From an optimization exercise on the open Yosys and OpenROAD flow, aimed at small area and a short achievable clock period; shortcuts taken in it are not production practice. Function was not checked in any run shown here: the RTL went through the layout flow alone. Power figures rest on the tool's default switching activity, not on a simulated workload.

==> design.v <==
module add #(
    parameter HALFWORD_WIDTH = 16
) (
    input  signed [HALFWORD_WIDTH-1:0] A,
    input  signed [HALFWORD_WIDTH-1:0] B,
    output signed [HALFWORD_WIDTH-1:0] out
);
  assign out = A + B;
endmodule
module signedm #(
    parameter DATA_SIZE      = 8,
    parameter HALFWORD_WIDTH = 16
) (
    input  signed [     DATA_SIZE-1:0] a,
                                       b,
    output signed [HALFWORD_WIDTH-1:0] data_out
);
  assign data_out = a * b;
endmodule
`timescale 1ns / 1ps
module pe (
    input               clk,
    input               rst,
    input  signed [7:0] weight,
    input  signed [7:0] inmap,
    input               inmap_vld,
    input               weight_vld,
    input  signed [7:0] bias,
    output signed [7:0] outmap,
    output              outmap_vld,
    output signed [15:0] outraw
);
  wire v = inmap_vld & weight_vld;
  reg  [4:0]  n;     
  reg  [15:0] acc;   
  wire z = (n == 5'd0);
  wire [15:0] base = z ? {{5{bias[7]}}, bias, 3'b0} : acc;
  wire [7:0] xg = inmap & {8{v}};
  wire one0 = xg[0] ^ 1'b0;
  wire two0 = (xg[1] & ~xg[0] & ~1'b0) | (~xg[1] & xg[0] & 1'b0);
  wire neg0 = xg[1] & ~(xg[0] & 1'b0);
  wire w0 = ((one0 & weight[0]) | (two0 & 1'b0)) ^ neg0;
  wire w1 = ((one0 & weight[1]) | (two0 & weight[0])) ^ neg0;
  wire w2 = ((one0 & weight[2]) | (two0 & weight[1])) ^ neg0;
  wire w3 = ((one0 & weight[3]) | (two0 & weight[2])) ^ neg0;
  wire w4 = ((one0 & weight[4]) | (two0 & weight[3])) ^ neg0;
  wire w5 = ((one0 & weight[5]) | (two0 & weight[4])) ^ neg0;
  wire w6 = ((one0 & weight[6]) | (two0 & weight[5])) ^ neg0;
  wire w7 = ((one0 & weight[7]) | (two0 & weight[6])) ^ neg0;
  wire w8 = ~(((one0 & weight[7]) | (two0 & weight[7])) ^ neg0);
  wire one1 = xg[2] ^ xg[1];
  wire two1 = (xg[3] & ~xg[2] & ~xg[1]) | (~xg[3] & xg[2] & xg[1]);
  wire neg1 = xg[3] & ~(xg[2] & xg[1]);
  wire w9 = ((one1 & weight[0]) | (two1 & 1'b0)) ^ neg1;
  wire w10 = ((one1 & weight[1]) | (two1 & weight[0])) ^ neg1;
  wire w11 = ((one1 & weight[2]) | (two1 & weight[1])) ^ neg1;
  wire w12 = ((one1 & weight[3]) | (two1 & weight[2])) ^ neg1;
  wire w13 = ((one1 & weight[4]) | (two1 & weight[3])) ^ neg1;
  wire w14 = ((one1 & weight[5]) | (two1 & weight[4])) ^ neg1;
  wire w15 = ((one1 & weight[6]) | (two1 & weight[5])) ^ neg1;
  wire w16 = ((one1 & weight[7]) | (two1 & weight[6])) ^ neg1;
  wire w17 = ~(((one1 & weight[7]) | (two1 & weight[7])) ^ neg1);
  wire one2 = xg[4] ^ xg[3];
  wire two2 = (xg[5] & ~xg[4] & ~xg[3]) | (~xg[5] & xg[4] & xg[3]);
  wire neg2 = xg[5] & ~(xg[4] & xg[3]);
  wire w18 = ((one2 & weight[0]) | (two2 & 1'b0)) ^ neg2;
  wire w19 = ((one2 & weight[1]) | (two2 & weight[0])) ^ neg2;
  wire w20 = ((one2 & weight[2]) | (two2 & weight[1])) ^ neg2;
  wire w21 = ((one2 & weight[3]) | (two2 & weight[2])) ^ neg2;
  wire w22 = ((one2 & weight[4]) | (two2 & weight[3])) ^ neg2;
  wire w23 = ((one2 & weight[5]) | (two2 & weight[4])) ^ neg2;
  wire w24 = ((one2 & weight[6]) | (two2 & weight[5])) ^ neg2;
  wire w25 = ((one2 & weight[7]) | (two2 & weight[6])) ^ neg2;
  wire w26 = ~(((one2 & weight[7]) | (two2 & weight[7])) ^ neg2);
  wire one3 = xg[6] ^ xg[5];
  wire two3 = (xg[7] & ~xg[6] & ~xg[5]) | (~xg[7] & xg[6] & xg[5]);
  wire neg3 = xg[7] & ~(xg[6] & xg[5]);
  wire w27 = ((one3 & weight[0]) | (two3 & 1'b0)) ^ neg3;
  wire w28 = ((one3 & weight[1]) | (two3 & weight[0])) ^ neg3;
  wire w29 = ((one3 & weight[2]) | (two3 & weight[1])) ^ neg3;
  wire w30 = ((one3 & weight[3]) | (two3 & weight[2])) ^ neg3;
  wire w31 = ((one3 & weight[4]) | (two3 & weight[3])) ^ neg3;
  wire w32 = ((one3 & weight[5]) | (two3 & weight[4])) ^ neg3;
  wire w33 = ((one3 & weight[6]) | (two3 & weight[5])) ^ neg3;
  wire w34 = ((one3 & weight[7]) | (two3 & weight[6])) ^ neg3;
  wire w35 = ~(((one3 & weight[7]) | (two3 & weight[7])) ^ neg3);
  wire s0 = base[0] ^ neg0 ^ w0;
  wire c0 = (base[0] & neg0) | (base[0] & w0) | (neg0 & w0);
  wire s1 = base[1] ^ w1 ^ c0;
  wire c1 = (base[1] & w1) | (base[1] & c0) | (w1 & c0);
  wire s2 = base[2] ^ neg1 ^ w2;
  wire c2 = (base[2] & neg1) | (base[2] & w2) | (neg1 & w2);
  wire s3 = w9 ^ s2 ^ c1;
  wire c3 = (w9 & s2) | (w9 & c1) | (s2 & c1);
  wire s4 = base[3] ^ w3 ^ w10;
  wire c4 = (base[3] & w3) | (base[3] & w10) | (w3 & w10);
  wire hs0 = c2 ^ s4;
  wire hc0 = c2 & s4;
  wire s5 = base[4] ^ neg2 ^ w4;
  wire c5 = (base[4] & neg2) | (base[4] & w4) | (neg2 & w4);
  wire s6 = w11 ^ w18 ^ c4;
  wire c6 = (w11 & w18) | (w11 & c4) | (w18 & c4);
  wire hs1 = s5 ^ hc0;
  wire hc1 = s5 & hc0;
  wire s7 = base[5] ^ w5 ^ w12;
  wire c7 = (base[5] & w5) | (base[5] & w12) | (w5 & w12);
  wire s8 = w19 ^ c5 ^ s7;
  wire c8 = (w19 & c5) | (w19 & s7) | (c5 & s7);
  wire hs2 = c6 ^ hc1;
  wire hc2 = c6 & hc1;
  wire s9 = base[6] ^ neg3 ^ w6;
  wire c9 = (base[6] & neg3) | (base[6] & w6) | (neg3 & w6);
  wire s10 = w13 ^ w20 ^ w27;
  wire c10 = (w13 & w20) | (w13 & w27) | (w20 & w27);
  wire s11 = c7 ^ s9 ^ s10;
  wire c11 = (c7 & s9) | (c7 & s10) | (s9 & s10);
  wire hs3 = c8 ^ s11;
  wire hc3 = c8 & s11;
  wire s12 = base[7] ^ w7 ^ w14;
  wire c12 = (base[7] & w7) | (base[7] & w14) | (w7 & w14);
  wire s13 = w21 ^ w28 ^ c9;
  wire c13 = (w21 & w28) | (w21 & c9) | (w28 & c9);
  wire s14 = c10 ^ s12 ^ c11;
  wire c14 = (c10 & s12) | (c10 & c11) | (s12 & c11);
  wire hs4 = s13 ^ hc3;
  wire hc4 = s13 & hc3;
  wire s15 = 1'b1 ^ base[8] ^ w8;
  wire c15 = (1'b1 & base[8]) | (1'b1 & w8) | (base[8] & w8);
  wire s16 = w15 ^ w22 ^ w29;
  wire c16 = (w15 & w22) | (w15 & w29) | (w22 & w29);
  wire s17 = c12 ^ s15 ^ s16;
  wire c17 = (c12 & s15) | (c12 & s16) | (s15 & s16);
  wire s18 = c13 ^ s17 ^ c14;
  wire c18 = (c13 & s17) | (c13 & c14) | (s17 & c14);
  wire s19 = 1'b1 ^ base[9] ^ w16;
  wire c19 = (1'b1 & base[9]) | (1'b1 & w16) | (base[9] & w16);
  wire s20 = w23 ^ w30 ^ c15;
  wire c20 = (w23 & w30) | (w23 & c15) | (w30 & c15);
  wire s21 = c16 ^ s19 ^ c17;
  wire c21 = (c16 & s19) | (c16 & c17) | (s19 & c17);
  wire hs5 = s20 ^ s21;
  wire hc5 = s20 & s21;
  wire s22 = base[10] ^ w17 ^ w24;
  wire c22 = (base[10] & w17) | (base[10] & w24) | (w17 & w24);
  wire s23 = w31 ^ c19 ^ s22;
  wire c23 = (w31 & c19) | (w31 & s22) | (c19 & s22);
  wire s24 = c20 ^ s23 ^ c21;
  wire c24 = (c20 & s23) | (c20 & c21) | (s23 & c21);
  wire s25 = 1'b1 ^ base[11] ^ w25;
  wire c25 = (1'b1 & base[11]) | (1'b1 & w25) | (base[11] & w25);
  wire s26 = w32 ^ c22 ^ s25;
  wire c26 = (w32 & c22) | (w32 & s25) | (c22 & s25);
  wire hs6 = c23 ^ s26;
  wire hc6 = c23 & s26;
  wire s27 = base[12] ^ w26 ^ w33;
  wire c27 = (base[12] & w26) | (base[12] & w33) | (w26 & w33);
  wire s28 = c25 ^ s27 ^ c26;
  wire c28 = (c25 & s27) | (c25 & c26) | (s27 & c26);
  wire s29 = 1'b1 ^ base[13] ^ w34;
  wire c29 = (1'b1 & base[13]) | (1'b1 & w34) | (base[13] & w34);
  wire hs7 = c27 ^ s29;
  wire hc7 = c27 & s29;
  wire s30 = base[14] ^ w35 ^ c29;
  wire c30 = (base[14] & w35) | (base[14] & c29) | (w35 & c29);
  wire s31 = 1'b1 ^ base[15] ^ c30;
  wire c31 = (1'b1 & base[15]) | (1'b1 & c30) | (base[15] & c30);
  wire p3 = hs0 ^ c3;
  wire g3 = hs0 & c3;
  wire p4 = s6 ^ hs1;
  wire g4 = s6 & hs1;
  wire p5 = s8 ^ hs2;
  wire g5 = s8 & hs2;
  wire p6 = hc2 ^ hs3;
  wire g6 = hc2 & hs3;
  wire p7 = s14 ^ hs4;
  wire g7 = s14 & hs4;
  wire p8 = hc4 ^ s18;
  wire g8 = hc4 & s18;
  wire p9 = c18 ^ hs5;
  wire g9 = c18 & hs5;
  wire p10 = hc5 ^ s24;
  wire g10 = hc5 & s24;
  wire p11 = hs6 ^ c24;
  wire g11 = hs6 & c24;
  wire p12 = hc6 ^ s28;
  wire g12 = hc6 & s28;
  wire p13 = hs7 ^ c28;
  wire g13 = hs7 & c28;
  wire p14 = hc7 ^ s30;
  wire g14 = hc7 & s30;
  wire cr5 = g4 | (p4 & g3);
  wire cr6 = g5 | (p5 & cr5);
  wire cr7 = g6 | (p6 & cr6);
  wire cr8 = g7 | (p7 & cr7);
  wire w36 = g9 | (p9 & g8);
  wire w37 = p9 & p8;
  wire w38 = g11 | (p11 & g10);
  wire w39 = p11 & p10;
  wire w40 = g13 | (p13 & g12);
  wire w41 = p13 & p12;
  wire w42 = g10 | (p10 & w36);
  wire w43 = p10 & w37;
  wire w44 = w38 | (w39 & w36);
  wire w45 = w39 & w37;
  wire w46 = g14 | (p14 & w40);
  wire w47 = p14 & w41;
  wire w48 = g12 | (p12 & w44);
  wire w49 = p12 & w45;
  wire w50 = w40 | (w41 & w44);
  wire w51 = w41 & w45;
  wire w52 = w46 | (w47 & w44);
  wire w53 = w47 & w45;
  wire cs9 = g8 | (p8 & cr8);
  wire cs10 = w36 | (w37 & cr8);
  wire cs11 = w42 | (w43 & cr8);
  wire cs12 = w44 | (w45 & cr8);
  wire cs13 = w48 | (w49 & cr8);
  wire cs14 = w50 | (w51 & cr8);
  wire cs15 = w52 | (w53 & cr8);
  wire tt4 = p4 ^ g3;
  wire tt5 = p5 ^ cr5;
  wire tt6 = p6 ^ cr6;
  wire tt7 = p7 ^ cr7;
  wire tt8 = p8 ^ cr8;
  wire tt9 = p9 ^ cs9;
  wire tt10 = p10 ^ cs10;
  wire tt11 = p11 ^ cs11;
  wire tt12 = p12 ^ cs12;
  wire tt13 = p13 ^ cs13;
  wire tt14 = p14 ^ cs14;
  wire tt15 = s31 ^ cs15;
  wire u3 = p3 ^ t[2];
  wire pa4 = p3 & t[2];
  wire cu4 = g3 | pa4;
  wire u4 = p4 ^ cu4;
  wire pa5 = p4 & pa4;
  wire cu5 = cr5 | pa5;
  wire u5 = p5 ^ cu5;
  wire pa6 = p5 & pa5;
  wire cu6 = cr6 | pa6;
  wire u6 = p6 ^ cu6;
  wire pa7 = p6 & pa6;
  wire cu7 = cr7 | pa7;
  wire u7 = p7 ^ cu7;
  wire pa8 = p7 & pa7;
  wire cu8 = cr8 | pa8;
  wire u8 = p8 ^ cu8;
  wire pa9 = p8 & pa8;
  wire cu9 = cs9 | pa9;
  wire u9 = p9 ^ cu9;
  wire [15:0] t = {tt15, tt14, tt13, tt12, tt11, tt10, tt9, tt8, tt7, tt6, tt5, tt4, p3, s3, s1, s0};
  wire [6:0] r = {u9, u8, u7, u6, u5, u4, u3};
  assign outraw = t & {16{v}};
  assign outmap = {1'b0, r & {7{v & ~t[15]}}};
  assign outmap_vld = (n == 5'd24);
  always @(posedge clk) acc <= t;
  always @(posedge clk or posedge rst) begin
    if (rst) n <= 5'd0;
    else if (v) n <= (n == 5'd24) ? 5'd0 : n + 5'd1;
  end
endmodule
==> flow/run.sh <==
#!/bin/bash
# Own layout flow: the standard ORFS layout, with port buffers of a small, fast buffer
# (buf_2) instead of the default the port buffering picks; every port still gets a buffer.
set -euo pipefail
export BUFFER_PORTS_ARGS="-buffer_cell sky130_fd_sc_hd__buf_2"
bash standard.sh > standard_flow.log 2>&1
==> standard.sh <==
#!/bin/bash
# synth_recipe.tcl (not shown) runs the flow's synth.tcl, then flattens the netlist and writes it again
# the make line also repeats each setting of config.mk as NAME=value (left out here)
make -C /OpenROAD-flow-scripts/flow DESIGN_CONFIG=/design/flow/config.mk WORK_HOME=/design/flow/orfs CLKGATE_MAP_FILE= SYNTH_SCRIPT=/design/flow/synth_recipe.tcl "${@:-finish}"
==> config.mk <==
export PLATFORM = sky130hd
export DESIGN_NAME = pe
export DESIGN_NICKNAME = pe
export VERILOG_FILES = /design/flow/design.v
export SDC_FILE = /design/flow/constraint.sdc
export NUM_CORES = 4
export LEC_CHECK = 0
export CAP_MARGIN = 20
export CORE_MARGIN = 2
export CORE_UTILIZATION = 40
export SLEW_MARGIN = 20
==> constraint.sdc <==
create_clock -name core_clock -period 10.5 [get_ports {clk}]
set_input_delay 2.1000 -clock core_clock [delete_from_list [all_inputs] [get_ports {clk}]]
set_output_delay 2.1000 -clock core_clock [all_outputs]
set_load 0.01 [all_outputs]
==> results of run 1 <==
worst reg2reg max path, cell delays in order, from the launching register on:
cell and delay, ps:
dfrtp_1 430, inv_1 100, ha_1 200, or4b_1 720, nand2_1 200, fa_1 430, fa_1 420, inv_1 100
ha_1 140, inv_1 50, fa_1 400, fa_1 410, inv_1 90, fa_1 180, inv_1 60, fa_1 450
nor2b_1 160, o31a_1 230, o211ai_1 170, nor3b_2 270, or2_1 230
flip-flops by register name, summed over array words and instances, names as in the netlist:
| name | cells |
|---|---|
| acc | 16 |
| n | 5 |
worst max-delay path by stage:
stage,end,cells after the start
6_report,outraw[15],20
3_5_place_dp,outraw[15],20
2_1_floorplan,outraw[15],21
3_3_place_gp,outraw[15],20
4_1_cts,outraw[15],20
5_1_grt,outraw[15],20
cell families (layout without fill, tap and decap cells):
group	count (synthesis)	in the layout
and+or+nand+nor	151	151
AOI/OAI and AO/OA	72	72
buffers and inverters	84	116
DFF	21	21
muxes	9	9
other	1	1
xor gates and xnor gates	37	37
adders and majority gates	60	60
cell usage in the layout (no fill, tap or decap), types with 2 or more instances in the layout:
| cell type | instances |
|---|---|
| and3_1 | 6 |
| a211oi_1 | 4 |
| nand3_1 | 10 |
| a31oi_1 | 5 |
| o221ai_1 | 11 |
| a22oi_1 | 7 |
| o21a_1 | 3 |
| nor3_1 | 5 |
| nand2b_1 | 5 |
| dfxtp_1 | 16 |
| buf_4 | 3 |
| and2_1 | 5 |
| nor2b_1 | 5 |
| o211ai_1 | 3 |
| nand3b_1 | 2 |
| o22ai_1 | 2 |
| a21oi_1 | 14 |
| inv_1 | 58 |
| dfrtp_1 | 5 |
| buf_2 | 51 |
| ha_1 | 28 |
| xnor2_1 | 31 |
| o21ai_0 | 17 |
| nand2_1 | 64 |
| clkbuf_8 | 3 |
| xor2_1 | 5 |
| a21boi_0 | 2 |
| nor2_1 | 32 |
| nor3b_1 | 2 |
| mux2i_1 | 7 |
| nor4_1 | 6 |
| fa_1 | 32 |
power groups by stage:
| stage | Clock (mW) | Combinational, mW | Sequential (mW) |
|---|---|---|---|
| 2_1_floorplan | 0 | 0.756 | 0.149 |
| 6_report | 0.0580 | 0.983 | 0.156 |
| 3_5_place_dp | 0 | 0.990 | 0.157 |
| 3_3_place_gp | 0 | 0.980 | 0.156 |
| 5_1_grt | 0.0634 | 1.12 | 0.160 |
| 4_1_cts | 0.0604 | 0.996 | 0.156 |
final cells by class:
class                   instances  area share [%]
clock inverters                 1           0.134
flip-flops and latches         21            11.9
well taps                     105            3.51
clock buffers                   3            1.10
repair buffers                 54            7.42
inverters                      58            5.82
multi-input cells             330            70.1
layer usage:
layer	up-vias	track usage, %
li1	1485	-
met4	0	4.40
met1	1408	25.9
met2	53	34.1
met5	-	0
met3	12	2.51
==> reports/metrics.csv, run 1 <==
metric,value,unit
ys async rst share,23.8,%
Hold WS,510,ps
TNS Setup,0,ps
Logic pwr share,82.1,%
multi-input logic area,0.00262,mm²
final core utilization,45.5,%
commonest cells in the netlist,"nand2_1 (64), inv_1 (58), fa_1 (32), nor2_1 (32), xnor2_1 (31)",
outcome,"complete, no violations",
post-CTS setup buffer count,0,
RSZ-0062 raised after global routing,false,
antenna-violating nets left,0,
Flop pwr share,13.0,%
#FFs+latches synth,21,
Startpoint Class,primary input,
Lkg Pwr,1.78,nW
Hold Path Origin,acc[0],
Synth cell types,51,
n_diodes,0,
most common cell in the netlist,nand2_1,
P_int,584,µW
Total GRT Usage,19.6,%
CTS H-tree depth,1,
PwrDens,320,mW/mm²
Worst Setup SP,inmap[5],
WHS Endpoint,acc[0],
die width,96.3,µm
dpl hpwl,6.88,mm
syn nets,523,
fin worst setup slack,965,ps
Synth area leader,fa_1,
CTS resizes,0,
Pre-Repair DR Iteration Count,5,
RR Endpoint,acc[15],
Synth area leaders,"fa_1 (19%), ha_1 (10%), dfxtp_1 (9.4%), xnor2_1 (8.0%), nand2_1 (7.1%)",
largest family of logic cells by synthesized area,adder cells,
global-route wire length before repair,14.0,mm
count of boundary I/O pins,53,
CTS root buffer,clkbuf_8,
Final period util,90.8,%
fillers,857,
DR DRC count,0,
Worst Tran Pin Value,702,ps
Via density,5.17,
crit-path max FO,16,
Die Footprint,0.00927,mm²
Initial Utilization,41.4,%
Vias,2958,
"Hold Violations, Final",0,
Worst Reg-to-Reg Cells,20,
GRT Residual Overflow,0,
DR WL/cell,15.1,µm
Clk pwr share,4.8,%
Post-Synth Simple-Gate Area,21.1,%
CTS Buf Count,3,
final setup fails,0,
TritonCTS clock tree,yes,
"CP delay by family, top",adder cells,
synthesized cell area,0.00340,mm²
Mapped Cells,435,
crit path buf inv count,6,
CP endpoint kind,primary output,
required time of the critical path,8400,ps
Reg2Reg Setup Slack,4950,ps
Die Ht,96.3,µm
RePlAce Congestion,0.861,
fin. max-slew vios,0,
Placed Area,0.00370,mm²
Clock Tree Buf Depth,2,
mux contribution to synthesized area,2.79,%
Initial DRC Count,156,
Post-Route M1 WL,3.80,mm
largest net degree at the start of global routing,36,
HP Class,flop to flop,
met3 WL,314,µm
# port buffers,51,
"Clk Latency, worst-skew pair",270,ps
# rows,33,
routed wl met2,4.36,mm
WL final,8.63,mm
Adder-Cell Fraction of Synth Area,29.1,%
ys flop type,dfxtp_1,
sw frac,51.2,%
Slew headroom,53.0,%
Compound-Gate Fraction of Synth Area,14.2,%
NetSw,613,µW
slowest CP cell,nor3b_2,
Register Area,445,µm²
final cell count without fillers,572,
"EDFF count, synth",0,
layout cells sized above 1,14.6,%
Worst VDD drop,0.171,mV
Max Clock Skew,2.40,ps
max_cap viols,0,
placeable core area,0.00822,mm²
total power,1.20,mW
CP peak stage delay,660,ps
top-area cell type share of the netlist area,18.8,%
xor and xnor fraction of the mapped netlist area,9.74,%
Setup WS pre-CTS,1010,ps
syn_area_per_cell,7.83,µm²
Final nets,556,
initial antenna violation count,0,
WP data arrival,7440,ps
clock slew at the register clock pins of the worst setup and hold paths,90,ps
hold depth,2,
Period minus WS final,9540,ps
clock tree sinks,21,
Yosys warning total,1,
"Hold-fix buffers, CTS",0,
final instance area,0.00374,mm²
Reg2Reg Launch Point,n[0],
post-synthesis sequential area ratio,13.1,%
Top Layer Used,met4,
f_max,105,MHz
Area growth syn-to-layout,9.92,%
vias in the first global route,2880,
Crit Path Class,primary input to primary output,
"critical path, cell by cell","buf_2, and3_1, ha_1, nand3b_1, xor2_1, fa_1, inv_1, fa_1, inv_1, fa_1, inv_1, fa_1, inv_1, ha_1, nor2b_1, o31a_1, o211ai_1, nor3b_2, o21a_1, buf_2",
post-placement cell count,568,
==> inputs of run 2 (changes only) <==
--- a/design.v
+++ b/design.v
@@ -192,39 +192,29 @@
   wire cr6 = g5 | (p5 & cr5);
   wire cr7 = g6 | (p6 & cr6);
   wire cr8 = g7 | (p7 & cr7);
-  wire w36 = g9 | (p9 & g8);
-  wire w37 = p9 & p8;
-  wire w38 = g11 | (p11 & g10);
-  wire w39 = p11 & p10;
-  wire w40 = g13 | (p13 & g12);
-  wire w41 = p13 & p12;
-  wire w42 = g10 | (p10 & w36);
-  wire w43 = p10 & w37;
-  wire w44 = w38 | (w39 & w36);
-  wire w45 = w39 & w37;
-  wire w46 = g14 | (p14 & w40);
-  wire w47 = p14 & w41;
-  wire w48 = g12 | (p12 & w44);
-  wire w49 = p12 & w45;
-  wire w50 = w40 | (w41 & w44);
-  wire w51 = w41 & w45;
-  wire w52 = w46 | (w47 & w44);
-  wire w53 = w47 & w45;
-  wire cs9 = g8 | (p8 & cr8);
-  wire cs10 = w36 | (w37 & cr8);
-  wire cs11 = w42 | (w43 & cr8);
-  wire cs12 = w44 | (w45 & cr8);
-  wire cs13 = w48 | (w49 & cr8);
-  wire cs14 = w50 | (w51 & cr8);
-  wire cs15 = w52 | (w53 & cr8);
+  wire cr9 = g8 | (p8 & cr8);
+  wire cr10 = g9 | (p9 & cr9);
+  wire cr11 = g10 | (p10 & cr10);
+  wire w36 = g12 | (p12 & g11);
+  wire w37 = p12 & p11;
+  wire w38 = g14 | (p14 & g13);
+  wire w39 = p14 & p13;
+  wire w40 = g13 | (p13 & w36);
+  wire w41 = p13 & w37;
+  wire w42 = w38 | (w39 & w36);
+  wire w43 = w39 & w37;
+  wire cs12 = g11 | (p11 & cr11);
+  wire cs13 = w36 | (w37 & cr11);
+  wire cs14 = w40 | (w41 & cr11);
+  wire cs15 = w42 | (w43 & cr11);
   wire tt4 = p4 ^ g3;
   wire tt5 = p5 ^ cr5;
   wire tt6 = p6 ^ cr6;
   wire tt7 = p7 ^ cr7;
   wire tt8 = p8 ^ cr8;
-  wire tt9 = p9 ^ cs9;
-  wire tt10 = p10 ^ cs10;
-  wire tt11 = p11 ^ cs11;
+  wire tt9 = p9 ^ cr9;
+  wire tt10 = p10 ^ cr10;
+  wire tt11 = p11 ^ cr11;
   wire tt12 = p12 ^ cs12;
   wire tt13 = p13 ^ cs13;
   wire tt14 = p14 ^ cs14;
@@ -246,7 +236,7 @@
   wire cu8 = cr8 | pa8;
   wire u8 = p8 ^ cu8;
   wire pa9 = p8 & pa8;
-  wire cu9 = cs9 | pa9;
+  wire cu9 = cr9 | pa9;
   wire u9 = p9 ^ cu9;
   wire [15:0] t = {tt15, tt14, tt13, tt12, tt11, tt10, tt9, tt8, tt7, tt6, tt5, tt4, p3, s3, s1, s0};
   wire [6:0] r = {u9, u8, u7, u6, u5, u4, u3};
==> reports/metrics.csv, run 2 <==
metric,value,unit,change
HP Class,flop to flop,,
DR WL/cell,14.8,µm,-1.6%
Worst VDD drop,0.231,mV,+35%
Worst Tran Pin Value,663,ps,-38.9 ps
Lkg Pwr,1.73,nW,-2.7%
Largest Register,acc,,
CTS root buffer,clkbuf_8,,
WL final,7.62,mm,-12%
synthesized cell area,0.00314,mm²,-7.8%
Slew headroom,55.8,%,+2.8 points
Final period util,96.7,%,+5.9 points
die width,92.6,µm,-3.8%
# port buffers,51,,unchanged
Startpoint Class,primary input,,
Setup WS pre-CTS,149,ps,-858 ps
GRT Residual Overflow,0,,unchanged
dpl hpwl,6.14,mm,-11%
Die Ht,92.6,µm,-3.8%
mux contribution to synthesized area,2.91,%,+0.12 points
ys async rst share,23.8,%,unchanged
clock slew at the register clock pins of the worst setup and hold paths,100,ps,about the same
Max Clock Skew,4.65,ps,+2.26 ps
fillers,801,,-6.5%
Mapped Cells,369,,-15%
Via density,5.05,,-2.3%
f_max,98.5,MHz,-6.1%
initial antenna violation count,0,,unchanged
final setup fails,0,,unchanged
max reg flops,16,,unchanged
fin. max-slew vios,0,,unchanged
CTS Buf Count,3,,unchanged
RePlAce Congestion,0.867,,+0.69%
global-route wire length before repair,13.0,mm,-7.2%
Initial Utilization,41.1,%,-0.38 points
"Hold Violations, Final",0,,unchanged
vias in the first global route,2633,,-8.6%
Vias,2592,,-12%
placeable core area,0.00765,mm²,-6.9%
commonest cells in the netlist,"inv_1 (54), nand2_1 (37), fa_1 (35), ha_1 (29), xnor2_1 (25)",,
Area growth syn-to-layout,13.2,%,
RR Endpoint,acc[15],,
Reg2Reg Setup Slack,4180,ps,-770 ps
Worst Reg-to-Reg Cells,23,,+15%
top-area cell type share of the netlist area,22.3,%,+3.5 points
Total GRT Usage,19.2,%,-0.40 points
post-placement cell count,507,,-11%
Synth area leaders,"fa_1 (22%), ha_1 (12%), dfxtp_1 (10%), xnor2_1 (7.0%), inv_1 (6.5%)",,
n_diodes,0,,unchanged
"Clk Latency, worst-skew pair",280,ps,about the same
Top Registers,"acc: 16 flops, n: 5 flops",,
"EDFF count, synth",0,,unchanged
antenna-violating nets left,0,,unchanged
Yosys warning total,1,,unchanged
#FFs+latches synth,21,,unchanged
fin worst setup slack,346,ps,-619 ps
Post-Synth Simple-Gate Area,15.5,%,-5.6 points
CP endpoint kind,primary output,,
"commonest non-fill, non-tap cell in the layout",inv_1,,
Placed Area,0.00348,mm²,-5.8%
final instance area,0.00355,mm²,-5.0%
xor and xnor fraction of the mapped netlist area,12.2,%,+2.5 points
final cell count without fillers,513,,-10%
Reg2Reg Launch Point,n[0],,
Period minus WS final,10150,ps,+619 ps
clock tree sinks,21,,unchanged
post-synthesis sequential area ratio,14.2,%,+1.1 points
# rows,32,,-3.0%
RSZ-0062 raised after global routing,false,,
layout cells sized above 1,18.5,%,+3.9 points
Adder-Cell Fraction of Synth Area,33.9,%,+4.8 points
Pre-Repair DR Iteration Count,4,,-1
DR DRC count,0,,unchanged
most common cell in the netlist,inv_1,,
Crit Path Class,primary input to primary output,,
hold depth,2,,unchanged
Synth cell types,42,,-18%
TNS Setup,0,ps,unchanged
largest net degree at the start of global routing,24,,-33%
Die Footprint,0.00857,mm²,-7.5%
syn_area_per_cell,8.51,µm²,+8.7%
Final nets,504,,-9.4%
CTS H-tree depth,1,,unchanged
Hold Path Origin,acc[0],,
largest family of logic cells by synthesized area,adder cells,,
total power,1.34,mW,+12%
PwrDens,376,mW/mm²,+17%
Clock Tree Buf Depth,2,,unchanged
Synth area leader,fa_1,,
CP dominant cell by count,fa_1,,
CP peak stage delay,480,ps,-180 ps
slowest CP cell,fa_1,,
outcome,"complete, no violations",,
Initial DRC Count,123,,-21%
max_cap viols,0,,unchanged
most frequent cells in the layout,"inv_1 (54), buf_2 (51), nand2_1 (37)",,
ys flop type,dfxtp_1,,
TritonCTS clock tree,yes,,
syn nets,461,,-12%
crit-path max FO,11,,-5
WP data arrival,8050,ps,+610 ps
Compound-Gate Fraction of Synth Area,11.0,%,-3.2 points
"Hold-fix buffers, CTS",0,,unchanged
WHS Endpoint,acc[0],,
required time of the critical path,8400,ps,about the same
count of boundary I/O pins,53,,unchanged
run 2: cell families (layout without fill, tap and decap cells):
kind of cell / Yosys count / after routing
buffers and inverters: 79 / 121
flip-flops: 21 / 21
XOR/XNOR: 43 / 43
adder cells (fa/ha/maj): 64 / 64
AND/OR/NAND/NOR: 99 / 99
other: 1 / 1
AO/OA/AOI/OAI: 53 / 53
multiplexers: 9 / 9
run 2: report_power, final:
group / leakage [nW] / internal, mW / switching (mW)
clock network: 0.0217 / 0.0270 / 0.0345
logic: 1.51 / 0.491 / 0.624
registers: 0.194 / 0.136 / 0.0224
run 2: timing repair:
item                                    in CTS  in global routing
endpoints found under the hold margin        0                  0
endpoints found under the setup margin       0                  8
setup buffers                                0                  2
resized for setup                            0                  2
run 2: final cells by class:
type	instances	area [µm²]	share of cell area, %
clock buffer	3	41.3	1.16
inverter	54	203	5.70
tap	102	128	3.59
sequential	21	445	12.5
timing repair buffer	63	345	9.72
multi-input combinational	269	2380	67.1
clock inverter	1	7.51	0.211
run 2: worst max path at each step:
stage | slack [ps] | from | to | cells after the start
after floorplan | 430 | inmap[1] | outmap[1] | 25
after global placement | 290 | inmap_vld | outraw[15] | 25
after detailed placement | 150 | inmap_vld | outraw[15] | 25
after CTS | 180 | inmap_vld | outraw[15] | 25
after global routing | 7 | inmap_vld | outmap[6] | 26
final | 350 | inmap_vld | outmap[1] | 26
run 2: worst max-delay path: cells and delay by family:
family | cells | cell delay (ps)
fa+ha+maj | 11 | 3910
buf+inv | 7 | 750
simple gates | 4 | 600
compound gates | 2 | 450
xor+xnor | 2 | 240
run 2: metrics by stage:
stage          util (%)  hold slack [ps]
6_report           46.5              515
5_1_grt            46.5              563
2_1_floorplan         -              475
4_1_cts            46.2              520
3_5_place_dp       45.5              505
3_3_place_gp       45.5              493
run 2: routing by layer:
| metal | wire (µm) | GRT usage (%) | vias up |
|---|---|---|---|
| met4 | 89 | 4.35 | 0 |
| met5 | 0 | 0 | - |
| met2 | 3890 | 34.3 | 39 |
| li1 | - | - | 1270 |
| met3 | 227 | 1.95 | 6 |
| met1 | 3410 | 25.0 | 1277 |
==> inputs of run 3 (changes only) <==
--- a/design.v
+++ b/design.v
@@ -195,18 +195,10 @@
   wire cr9 = g8 | (p8 & cr8);
   wire cr10 = g9 | (p9 & cr9);
   wire cr11 = g10 | (p10 & cr10);
-  wire w36 = g12 | (p12 & g11);
-  wire w37 = p12 & p11;
-  wire w38 = g14 | (p14 & g13);
-  wire w39 = p14 & p13;
-  wire w40 = g13 | (p13 & w36);
-  wire w41 = p13 & w37;
-  wire w42 = w38 | (w39 & w36);
-  wire w43 = w39 & w37;
-  wire cs12 = g11 | (p11 & cr11);
-  wire cs13 = w36 | (w37 & cr11);
-  wire cs14 = w40 | (w41 & cr11);
-  wire cs15 = w42 | (w43 & cr11);
+  wire cr12 = g11 | (p11 & cr11);
+  wire cr13 = g12 | (p12 & cr12);
+  wire cr14 = g13 | (p13 & cr13);
+  wire cr15 = g14 | (p14 & cr14);
   wire tt4 = p4 ^ g3;
   wire tt5 = p5 ^ cr5;
   wire tt6 = p6 ^ cr6;
@@ -215,10 +207,10 @@
   wire tt9 = p9 ^ cr9;
   wire tt10 = p10 ^ cr10;
   wire tt11 = p11 ^ cr11;
-  wire tt12 = p12 ^ cs12;
-  wire tt13 = p13 ^ cs13;
-  wire tt14 = p14 ^ cs14;
-  wire tt15 = s31 ^ cs15;
+  wire tt12 = p12 ^ cr12;
+  wire tt13 = p13 ^ cr13;
+  wire tt14 = p14 ^ cr14;
+  wire tt15 = s31 ^ cr15;
   wire u3 = p3 ^ t[2];
   wire pa4 = p3 & t[2];
   wire cu4 = g3 | pa4;
==> reports/metrics.csv, run 3 <==
metric,value,unit,change
CTS H-tree depth,1,,unchanged
Startpoint Class,primary input,,
CTS root buffer,clkbuf_8,,
PwrDens,346,mW/mm²,-8.0%
fin. max-slew vios,0,,unchanged
"commonest non-fill, non-tap cell in the layout",inv_1,,
final core utilization,51.5,%,+5.0 points
commonest cells in the netlist,"inv_1 (62), fa_1 (38), nand2_1 (33), xnor2_1 (27), ha_1 (25)",,
Setup WS pre-CTS,-300,ps,-449 ps
clock slew at the register clock pins of the worst setup and hold paths,90,ps,about the same
Total GRT Usage,19.1,%,-0.082 points
Worst Reg-to-Reg Cells,29,,+26%
Synth area leader,fa_1,,
slowest CP cell,fa_1,,
initial antenna violation count,0,,unchanged
Die Ht,93.1,µm,+0.53%
global-route wire length before repair,12.9,mm,-0.69%
TritonCTS clock tree,yes,,
clock tree sinks,21,,unchanged
Initial Utilization,41.1,%,about the same
Yosys warning total,1,,unchanged
Worst VDD drop,0.266,mV,+15%
WHS Endpoint,acc[0],,
CTS Buf Count,3,,unchanged
synthesized cell area,0.00317,mm²,+1.1%
total power,1.37,mW,+2.9%
DR WL/cell,14.5,µm,-2.1%
RR Endpoint,acc[15],,
dpl hpwl,6.46,mm,+5.2%
fin worst setup slack,-14.0,ps,-360 ps
Period minus WS final,10510,ps,+360 ps
WL final,7.86,mm,+3.2%
Reg2Reg Setup Slack,3580,ps,-600 ps
hold depth,2,,unchanged
max reg flops,16,,unchanged
Final period util,100,%,+3.4 points
die width,93.1,µm,+0.53%
"CP delay by family, top",adder cells,,
top-area cell type share of the netlist area,24.0,%,+1.6 points
most common cell in the netlist,inv_1,,
syn_area_per_cell,8.46,µm²,-0.50%
Final nets,531,,+5.4%
# rows,32,,unchanged
CP dominant cell by count,fa_2,,
Lkg Pwr,1.88,nW,+8.6%
DR DRC count,0,,unchanged
RePlAce Congestion,0.928,,+7.1%
count of boundary I/O pins,53,,unchanged
Clock Tree Buf Depth,2,,unchanged
largest net degree at the start of global routing,17,,-29%
required time of the critical path,8400,ps,about the same
Top Registers,"acc: 16 flops, n: 5 flops",,
Vias,2613,,+0.81%
ys flop type,dfxtp_1,,
layout cells sized above 1,33.5,%,+15 points
f_max,95.1,MHz,-3.4%
max_cap viols,0,,unchanged
CP peak stage delay,510,ps,+30 ps
placeable core area,0.00773,mm²,+1.0%
Reg2Reg Launch Point,n[0],,
Hold Path Origin,acc[0],,
Largest Register,acc,,
most frequent cells in the layout,"inv_1 (52), buf_2 (49), nand2_1 (33)",,
antenna-violating nets left,0,,unchanged
"Hold-fix buffers, CTS",0,,unchanged
SO Faults,negative setup slack,,
#FFs+latches synth,21,,unchanged
crit-path max FO,7,,-4
Mapped Cells,375,,+1.6%
final setup fails,7,,+7
Pre-Repair DR Iteration Count,4,,unchanged
"Clk Latency, worst-skew pair",280,ps,about the same
WP data arrival,8410,ps,+360 ps
CP endpoint kind,primary output,,
Synth area leaders,"fa_1 (24%), dfxtp_1 (10%), ha_1 (9.9%), xnor2_1 (7.4%), inv_1 (7.3%)",,
"Hold Violations, Final",0,,unchanged
# port buffers,51,,unchanged
post-synthesis sequential area ratio,14.0,%,-0.16 points
HP Class,flop to flop,,
crit path buf inv count,11,,+4
GRT Residual Overflow,0,,unchanged
Via density,4.83,,-4.4%
vias in the first global route,2591,,-1.6%
Initial DRC Count,90,,-27%
syn nets,466,,+1.1%
RSZ-0062 raised after global routing,true,,
Max Clock Skew,8.06,ps,+3.41 ps
Synth cell types,40,,-4.8%
ys async rst share,23.8,%,unchanged
Hold WS,537,ps,+22.3 ps
outcome,failed layout checks,,
Die Footprint,0.00866,mm²,+1.1%
Area growth syn-to-layout,25.3,%,
Crit Path Class,primary input to primary output,,
n_diodes,0,,unchanged
"EDFF count, synth",0,,unchanged
run 3: cell types whose count changed after synthesis, moves of 5 or more:
cell | previous run | this run
xor2_1 | 17 | 10
inv_1 | 54 | 62
nand2b_1 | 3 | 8
nor3_1 | 12 | 1
nand3_1 | 3 | 8
buf_1 | 10 | 2
run 3: what timing repair did:
item,CTS,global route
gates resized for setup,20,4
pin swaps,11,6
endpoints found under the hold margin,0,0
setup endpoints to repair,8,8
setup buffers,1,2
run 3: final cells by class:
type                    instances  area [µm²]
repair buffers                 86         551
inverters                      62         233
flip-flops and latches         21         445
well taps                     102         128
clock buffers                   4        45.0
multi-input cells             266        2570
fillers                       750        3750
run 3: power by group:
group	leakage (nW)	internal (mW)	switching [mW]
logic	1.66	0.546	0.608
clock network	0.0228	0.0272	0.0337
registers	0.194	0.137	0.0227
total	1.88	0.710	0.664
run 3: how the worst max path moves through the flow:
stage,cells past startpoint,start,to,slack [ps]
finish,33,inmap[2],outmap[1],-10
CTS,33,inmap[2],outmap[6],-60
global placement,33,inmap[2],outmap[6],-180
detailed placement,32,inmap[2],outraw[15],-300
floorplan,32,inmap_vld,outmap[0],20
global route,33,inmap[2],outmap[1],-210
run 3: kinds of logic after synthesis:
group | Yosys count | share of synthesized area (%)
xor gates and xnor gates | 37 | 10.2
and+or+nand+nor | 101 | 16.2
AOI/OAI and AO/OA | 53 | 10.5
DFF | 21 | 14.0
adders and majority gates | 63 | 33.8
other | 1 | 0.118
buffers and inverters | 88 | 11.2
muxes | 11 | 3.98
run 3: stage by stage:
stage                     instance area, µm²  TNS, ps  instances
final                                   3980    -80.0        541
after detailed placement                3800    -2320        534
after global routing                    3980    -1500        541
after global placement                  3800    -1400        534
after floorplan                         3320        0        375
after CTS                               3930     -393        539
run 3: worst reg2reg max path: cells and delay by family, from the launching register on:
kind	cells	cell delay, ps
AND/OR/NAND/NOR	2	900
XOR/XNOR	2	300
adder cells (fa/ha/maj)	15	4520
flip-flops	1	430
buffers and inverters	10	670
run 3: layer usage:
layer	vias to the layer above	track usage [%]	wire length [µm]	share of wire, %
li1	1314	-	-	-
met3	6	2.90	341	4.3
met2	48	34.0	3850	49
met4	0	2.82	71	0.90
met5	-	0	0	0
met1	1245	25.2	3600	46
==> inputs of run 4 (changes only) <==
--- a/design.v
+++ b/design.v
@@ -188,47 +188,81 @@
   wire g13 = hs7 & c28;
   wire p14 = hc7 ^ s30;
   wire g14 = hc7 & s30;
-  wire cr5 = g4 | (p4 & g3);
-  wire cr6 = g5 | (p5 & cr5);
-  wire cr7 = g6 | (p6 & cr6);
-  wire cr8 = g7 | (p7 & cr7);
-  wire cr9 = g8 | (p8 & cr8);
-  wire cr10 = g9 | (p9 & cr9);
-  wire cr11 = g10 | (p10 & cr10);
-  wire cr12 = g11 | (p11 & cr11);
-  wire cr13 = g12 | (p12 & cr12);
-  wire cr14 = g13 | (p13 & cr13);
-  wire cr15 = g14 | (p14 & cr14);
+  wire w36 = g5 | (p5 & g4);
+  wire w37 = p5 & p4;
+  wire w38 = g7 | (p7 & g6);
+  wire w39 = p7 & p6;
+  wire w40 = g9 | (p9 & g8);
+  wire w41 = p9 & p8;
+  wire w42 = g11 | (p11 & g10);
+  wire w43 = p11 & p10;
+  wire w44 = g13 | (p13 & g12);
+  wire w45 = p13 & p12;
+  wire w46 = g6 | (p6 & w36);
+  wire w47 = p6 & w37;
+  wire w48 = w38 | (w39 & w36);
+  wire w49 = w39 & w37;
+  wire w50 = g10 | (p10 & w40);
+  wire w51 = p10 & w41;
+  wire w52 = w42 | (w43 & w40);
+  wire w53 = w43 & w41;
+  wire w54 = g14 | (p14 & w44);
+  wire w55 = p14 & w45;
+  wire w56 = g8 | (p8 & w48);
+  wire w57 = p8 & w49;
+  wire w58 = w40 | (w41 & w48);
+  wire w59 = w41 & w49;
+  wire w60 = w50 | (w51 & w48);
+  wire w61 = w51 & w49;
+  wire w62 = w52 | (w53 & w48);
+  wire w63 = w53 & w49;
+  wire w64 = g12 | (p12 & w62);
+  wire w65 = p12 & w63;
+  wire w66 = w44 | (w45 & w62);
+  wire w67 = w45 & w63;
+  wire w68 = w54 | (w55 & w62);
+  wire w69 = w55 & w63;
+  wire cs5 = g4 | (p4 & g3);
+  wire cs6 = w36 | (w37 & g3);
+  wire cs7 = w46 | (w47 & g3);
+  wire cs8 = w48 | (w49 & g3);
+  wire cs9 = w56 | (w57 & g3);
+  wire cs10 = w58 | (w59 & g3);
+  wire cs11 = w60 | (w61 & g3);
+  wire cs12 = w62 | (w63 & g3);
+  wire cs13 = w64 | (w65 & g3);
+  wire cs14 = w66 | (w67 & g3);
+  wire cs15 = w68 | (w69 & g3);
   wire tt4 = p4 ^ g3;
-  wire tt5 = p5 ^ cr5;
-  wire tt6 = p6 ^ cr6;
-  wire tt7 = p7 ^ cr7;
-  wire tt8 = p8 ^ cr8;
-  wire tt9 = p9 ^ cr9;
-  wire tt10 = p10 ^ cr10;
-  wire tt11 = p11 ^ cr11;
-  wire tt12 = p12 ^ cr12;
-  wire tt13 = p13 ^ cr13;
-  wire tt14 = p14 ^ cr14;
-  wire tt15 = s31 ^ cr15;
+  wire tt5 = p5 ^ cs5;
+  wire tt6 = p6 ^ cs6;
+  wire tt7 = p7 ^ cs7;
+  wire tt8 = p8 ^ cs8;
+  wire tt9 = p9 ^ cs9;
+  wire tt10 = p10 ^ cs10;
+  wire tt11 = p11 ^ cs11;
+  wire tt12 = p12 ^ cs12;
+  wire tt13 = p13 ^ cs13;
+  wire tt14 = p14 ^ cs14;
+  wire tt15 = s31 ^ cs15;
   wire u3 = p3 ^ t[2];
   wire pa4 = p3 & t[2];
   wire cu4 = g3 | pa4;
   wire u4 = p4 ^ cu4;
   wire pa5 = p4 & pa4;
-  wire cu5 = cr5 | pa5;
+  wire cu5 = cs5 | pa5;
   wire u5 = p5 ^ cu5;
   wire pa6 = p5 & pa5;
-  wire cu6 = cr6 | pa6;
+  wire cu6 = cs6 | pa6;
   wire u6 = p6 ^ cu6;
   wire pa7 = p6 & pa6;
-  wire cu7 = cr7 | pa7;
+  wire cu7 = cs7 | pa7;
   wire u7 = p7 ^ cu7;
   wire pa8 = p7 & pa7;
-  wire cu8 = cr8 | pa8;
+  wire cu8 = cs8 | pa8;
   wire u8 = p8 ^ cu8;
   wire pa9 = p8 & pa8;
-  wire cu9 = cr9 | pa9;
+  wire cu9 = cs9 | pa9;
   wire u9 = p9 ^ cu9;
   wire [15:0] t = {tt15, tt14, tt13, tt12, tt11, tt10, tt9, tt8, tt7, tt6, tt5, tt4, p3, s3, s1, s0};
   wire [6:0] r = {u9, u8, u7, u6, u5, u4, u3};
==> reports/metrics.csv, run 4 <==
metric,value,unit,change
Initial DRC Count,179,,+99%
"Hold-fix buffers, CTS",0,,unchanged
PwrDens,334,mW/mm²,-3.2%
Pre-Repair DR Iteration Count,4,,unchanged
max reg flops,16,,unchanged
Synth cell types,56,,+40%
die width,97.1,µm,+4.3%
RePlAce Congestion,0.858,,-7.5%
RSZ-0062 raised after global routing,false,,
WP data arrival,7130,ps,-1280 ps
CP peak stage delay,600,ps,+90 ps
Reg2Reg Launch Point,n[0],,
GRT Residual Overflow,0,,unchanged
Worst Reg-to-Reg Cells,17,,-41%
outcome,"complete, no violations",,
Top Registers,"acc: 16 flops, n: 5 flops",,
RR Endpoint,acc[13],,
"Clk Latency, worst-skew pair",280,ps,about the same
Worst Tran Pin Value,627,ps,
# rows,33,,+3.1%
syn_area_per_cell,8.05,µm²,-4.9%
most common cell in the netlist,nand2_1,,
Post-Route M1 WL,4.34,mm,+21%
Register Area,445,µm²,unchanged
Synth area leader,fa_1,,
synthesized cell area,0.00346,mm²,+9.1%
Lkg Pwr,1.80,nW,-4.3%
fin. max-slew vios,0,,unchanged
slowest CP cell,fa_1,,
Top Layer Used,met4,,
vias in the first global route,2869,,+11%
placeable core area,0.00830,mm²,+7.4%
Reg2Reg Setup Slack,5430,ps,+1850 ps
Slew headroom,58.2,%,
CTS H-tree depth,1,,unchanged
Worst VDD drop,0.164,mV,-38%
Hold WS,518,ps,-19.0 ps
Crit Path Class,primary input to primary output,,
global-route wire length before repair,14.6,mm,+13%
dpl hpwl,6.92,mm,+7.2%
"Hold Violations, Final",0,,unchanged
Critical path destination,outmap[0],,
Total GRT Usage,18.8,%,-0.31 points
post-synthesis sequential area ratio,12.9,%,-1.2 points
DR DRC count,0,,unchanged
ys flop type,dfxtp_1,,
Worst Setup SP,inmap[5],,
n_diodes,0,,unchanged
Mapped Cells,430,,+15%
Period minus WS final,9230,ps,-1280 ps
Via density,5.27,,+9.1%
clock tree sinks,21,,unchanged
max_cap viols,0,,unchanged
met3 WL,313,µm,-8.2%
crit-path max FO,16,,+9
DR WL/cell,15.4,µm,+5.8%
"commonest non-fill, non-tap cell in the layout",nand2_1,,
CTS resizes,0,,-100%
initial antenna violation count,0,,unchanged
fillers,855,,+14%
Final nets,546,,+2.8%
TNS Setup,0,ps,+80.0 ps
Startpoint Class,primary input,,
antenna-violating nets left,0,,unchanged
largest net degree at the start of global routing,40,,+23
Clock Tree Buf Depth,2,,unchanged
f_max,108,MHz,+14%
Initial Utilization,41.7,%,+0.65 points
Final period util,87.9,%,-12 points
syn nets,514,,+10%
ys async rst share,23.8,%,unchanged
final setup fails,0,,-7
routed wl met2,3.98,mm,+3.2%
CTS root buffer,clkbuf_8,,
Area growth syn-to-layout,9.68,%,
#FFs+latches synth,21,,unchanged
TritonCTS clock tree,yes,,
HP Class,flop to flop,,
count of boundary I/O pins,53,,unchanged
Die Ht,97.1,µm,+4.3%
"critical path, cell by cell","buf_2, and3_1, ha_1, nand3b_1, xnor2_1, fa_1, inv_1, fa_1, fa_1, ha_1, ha_1, a21oi_1, o21ai_1, a221oi_4, a211o_2, a21boi_0, buf_2",,
Synth area leaders,"fa_1 (16%), ha_1 (10%), dfxtp_1 (9.2%), xnor2_1 (7.8%), nand2_1 (6.7%)",,
CP endpoint kind,primary output,,
required time of the critical path,8400,ps,about the same
multi-input logic area,0.00272,mm²,+5.6%
Largest Register,acc,,
"EDFF count, synth",0,,unchanged
WL final,8.70,mm,+11%
CTS Buf Count,3,,unchanged
# port buffers,51,,unchanged
top-area cell type share of the netlist area,16.2,%,-7.8 points
Die Footprint,0.00942,mm²,+8.7%
Yosys warning total,1,,unchanged
Vias,2982,,+14%
clock slew at the register clock pins of the worst setup and hold paths,100,ps,about the same
layout cells sized above 1,16.1,%,-17 points
most frequent cells in the layout,"nand2_1 (62), buf_2 (51), inv_1 (47)",,
post-CTS setup buffer count,0,,-1
Max Clock Skew,2.41,ps,-5.65 ps
commonest cells in the netlist,"nand2_1 (62), inv_1 (47), xnor2_1 (31), fa_1 (28), ha_1 (28)",,
-- run 4: critical path, delay by kind of cell --
kind / cells / cell delay [ps]
XOR/XNOR: 1 / 300
adder cells (fa/ha/maj): 6 / 2400
AND/OR/NAND/NOR: 2 / 640
AO/OA/AOI/OAI: 5 / 1210
buffers and inverters: 3 / 470
-- run 4: area by class of cell --
type	instances	share of cell area [%]
inverters	47	4.64
well taps	105	3.46
repair buffers	54	7.31
clock inverters	1	0.198
clock buffers	3	1.09
multi-input cells	335	71.6
flip-flops and latches	21	11.7
-- run 4: power by group --
part	internal (mW)	switching, mW
Sequential	0.134	0.0226
Clock	0.0270	0.0342
Combinational	0.460	0.594
-- run 4: cell families (layout without fill, tap and decap cells) --
kind of cell / after synthesis / count (layout) / share of synthesized area (%)
XOR/XNOR: 46 / 46 / 12.2
flip-flops: 21 / 21 / 12.9
AND/OR/NAND/NOR: 134 / 134 / 18.6
multiplexers: 10 / 10 / 3.29
buffers and inverters: 74 / 105 / 8.63
other: 1 / 1 / 0.108
adder cells (fa/ha/maj): 56 / 56 / 26.3
AO/OA/AOI/OAI: 88 / 88 / 18.0
-- run 4: worst min-delay path by stage --
stage,cells past startpoint,from,to
4_1_cts,2,acc[0],acc[0]
5_1_grt,2,acc[0],acc[0]
2_1_floorplan,2,acc[0],acc[0]
3_5_place_dp,2,acc[0],acc[0]
3_3_place_gp,2,acc[0],acc[0]
6_report,2,acc[0],acc[0]
-- run 4: per-layer routing --
metal  GRT usage (%)  vias to the layer above
met5               0                        -
met4            3.25                        0
met3            1.73                        5
met2            29.3                       69
met1            28.7                     1412
li1                -                     1496
-- run 4: stage by stage --
stage	power, mW	setup slack, ps	utilization [%]	std cells	cell area [µm²]
floorplan	0.982	1390	-	430	3460
global placement	1.20	1370	45.2	562	3750
detailed placement	1.21	1290	45.2	562	3750
CTS	1.28	1270	45.8	566	3800
global route	1.42	1000	45.8	566	3800
finish	1.27	1270	45.8	566	3800

[re-timing with driven ports]
The flow's constraints put no driver on any port. The routed layouts listed below were extracted and timed again, unchanged, in two steps.
Step 1, drivers: a clkbuf_16 drives clk and a buf_2 each remaining input, both assumed.
Step 2 adds t to the input delays and takes it off the output delays; t is the mean of the earliest and latest rising clock arrival at the registers after step 1. Input paths then give back, and output paths get back, about the clock's delay inside the block.
Three values: ideal, step 1, step 2; two values: the first two.
run | t, ns | slack for setup (ns) | hold WS [ns] | worst register clock-pin slew, ns | worst data-port slew with drivers (ns)
run 1 | 0.295 | 0.965 / 0.946 / 0.946 | 0.510 / 0.510 / 0.510 | 0.09 / 0.09 | 0.03
run 2 | 0.305 | 0.346 / 0.327 / 0.327 | 0.515 / 0.515 / 0.515 | 0.10 / 0.10 | 0.05
run 3 | 0.305 | -0.014 / -0.047 / -0.047 | 0.537 / 0.537 / 0.537 | 0.10 / 0.10 | 0.04
run 4 | 0.305 | 1.267 / 1.246 / 1.246 | 0.518 / 0.518 / 0.518 | 0.10 / 0.10 | 0.03
For run 3, which loses most, drivers alone change the setup slack by -0.033 ns; drivers and shift together by -0.033 ns.
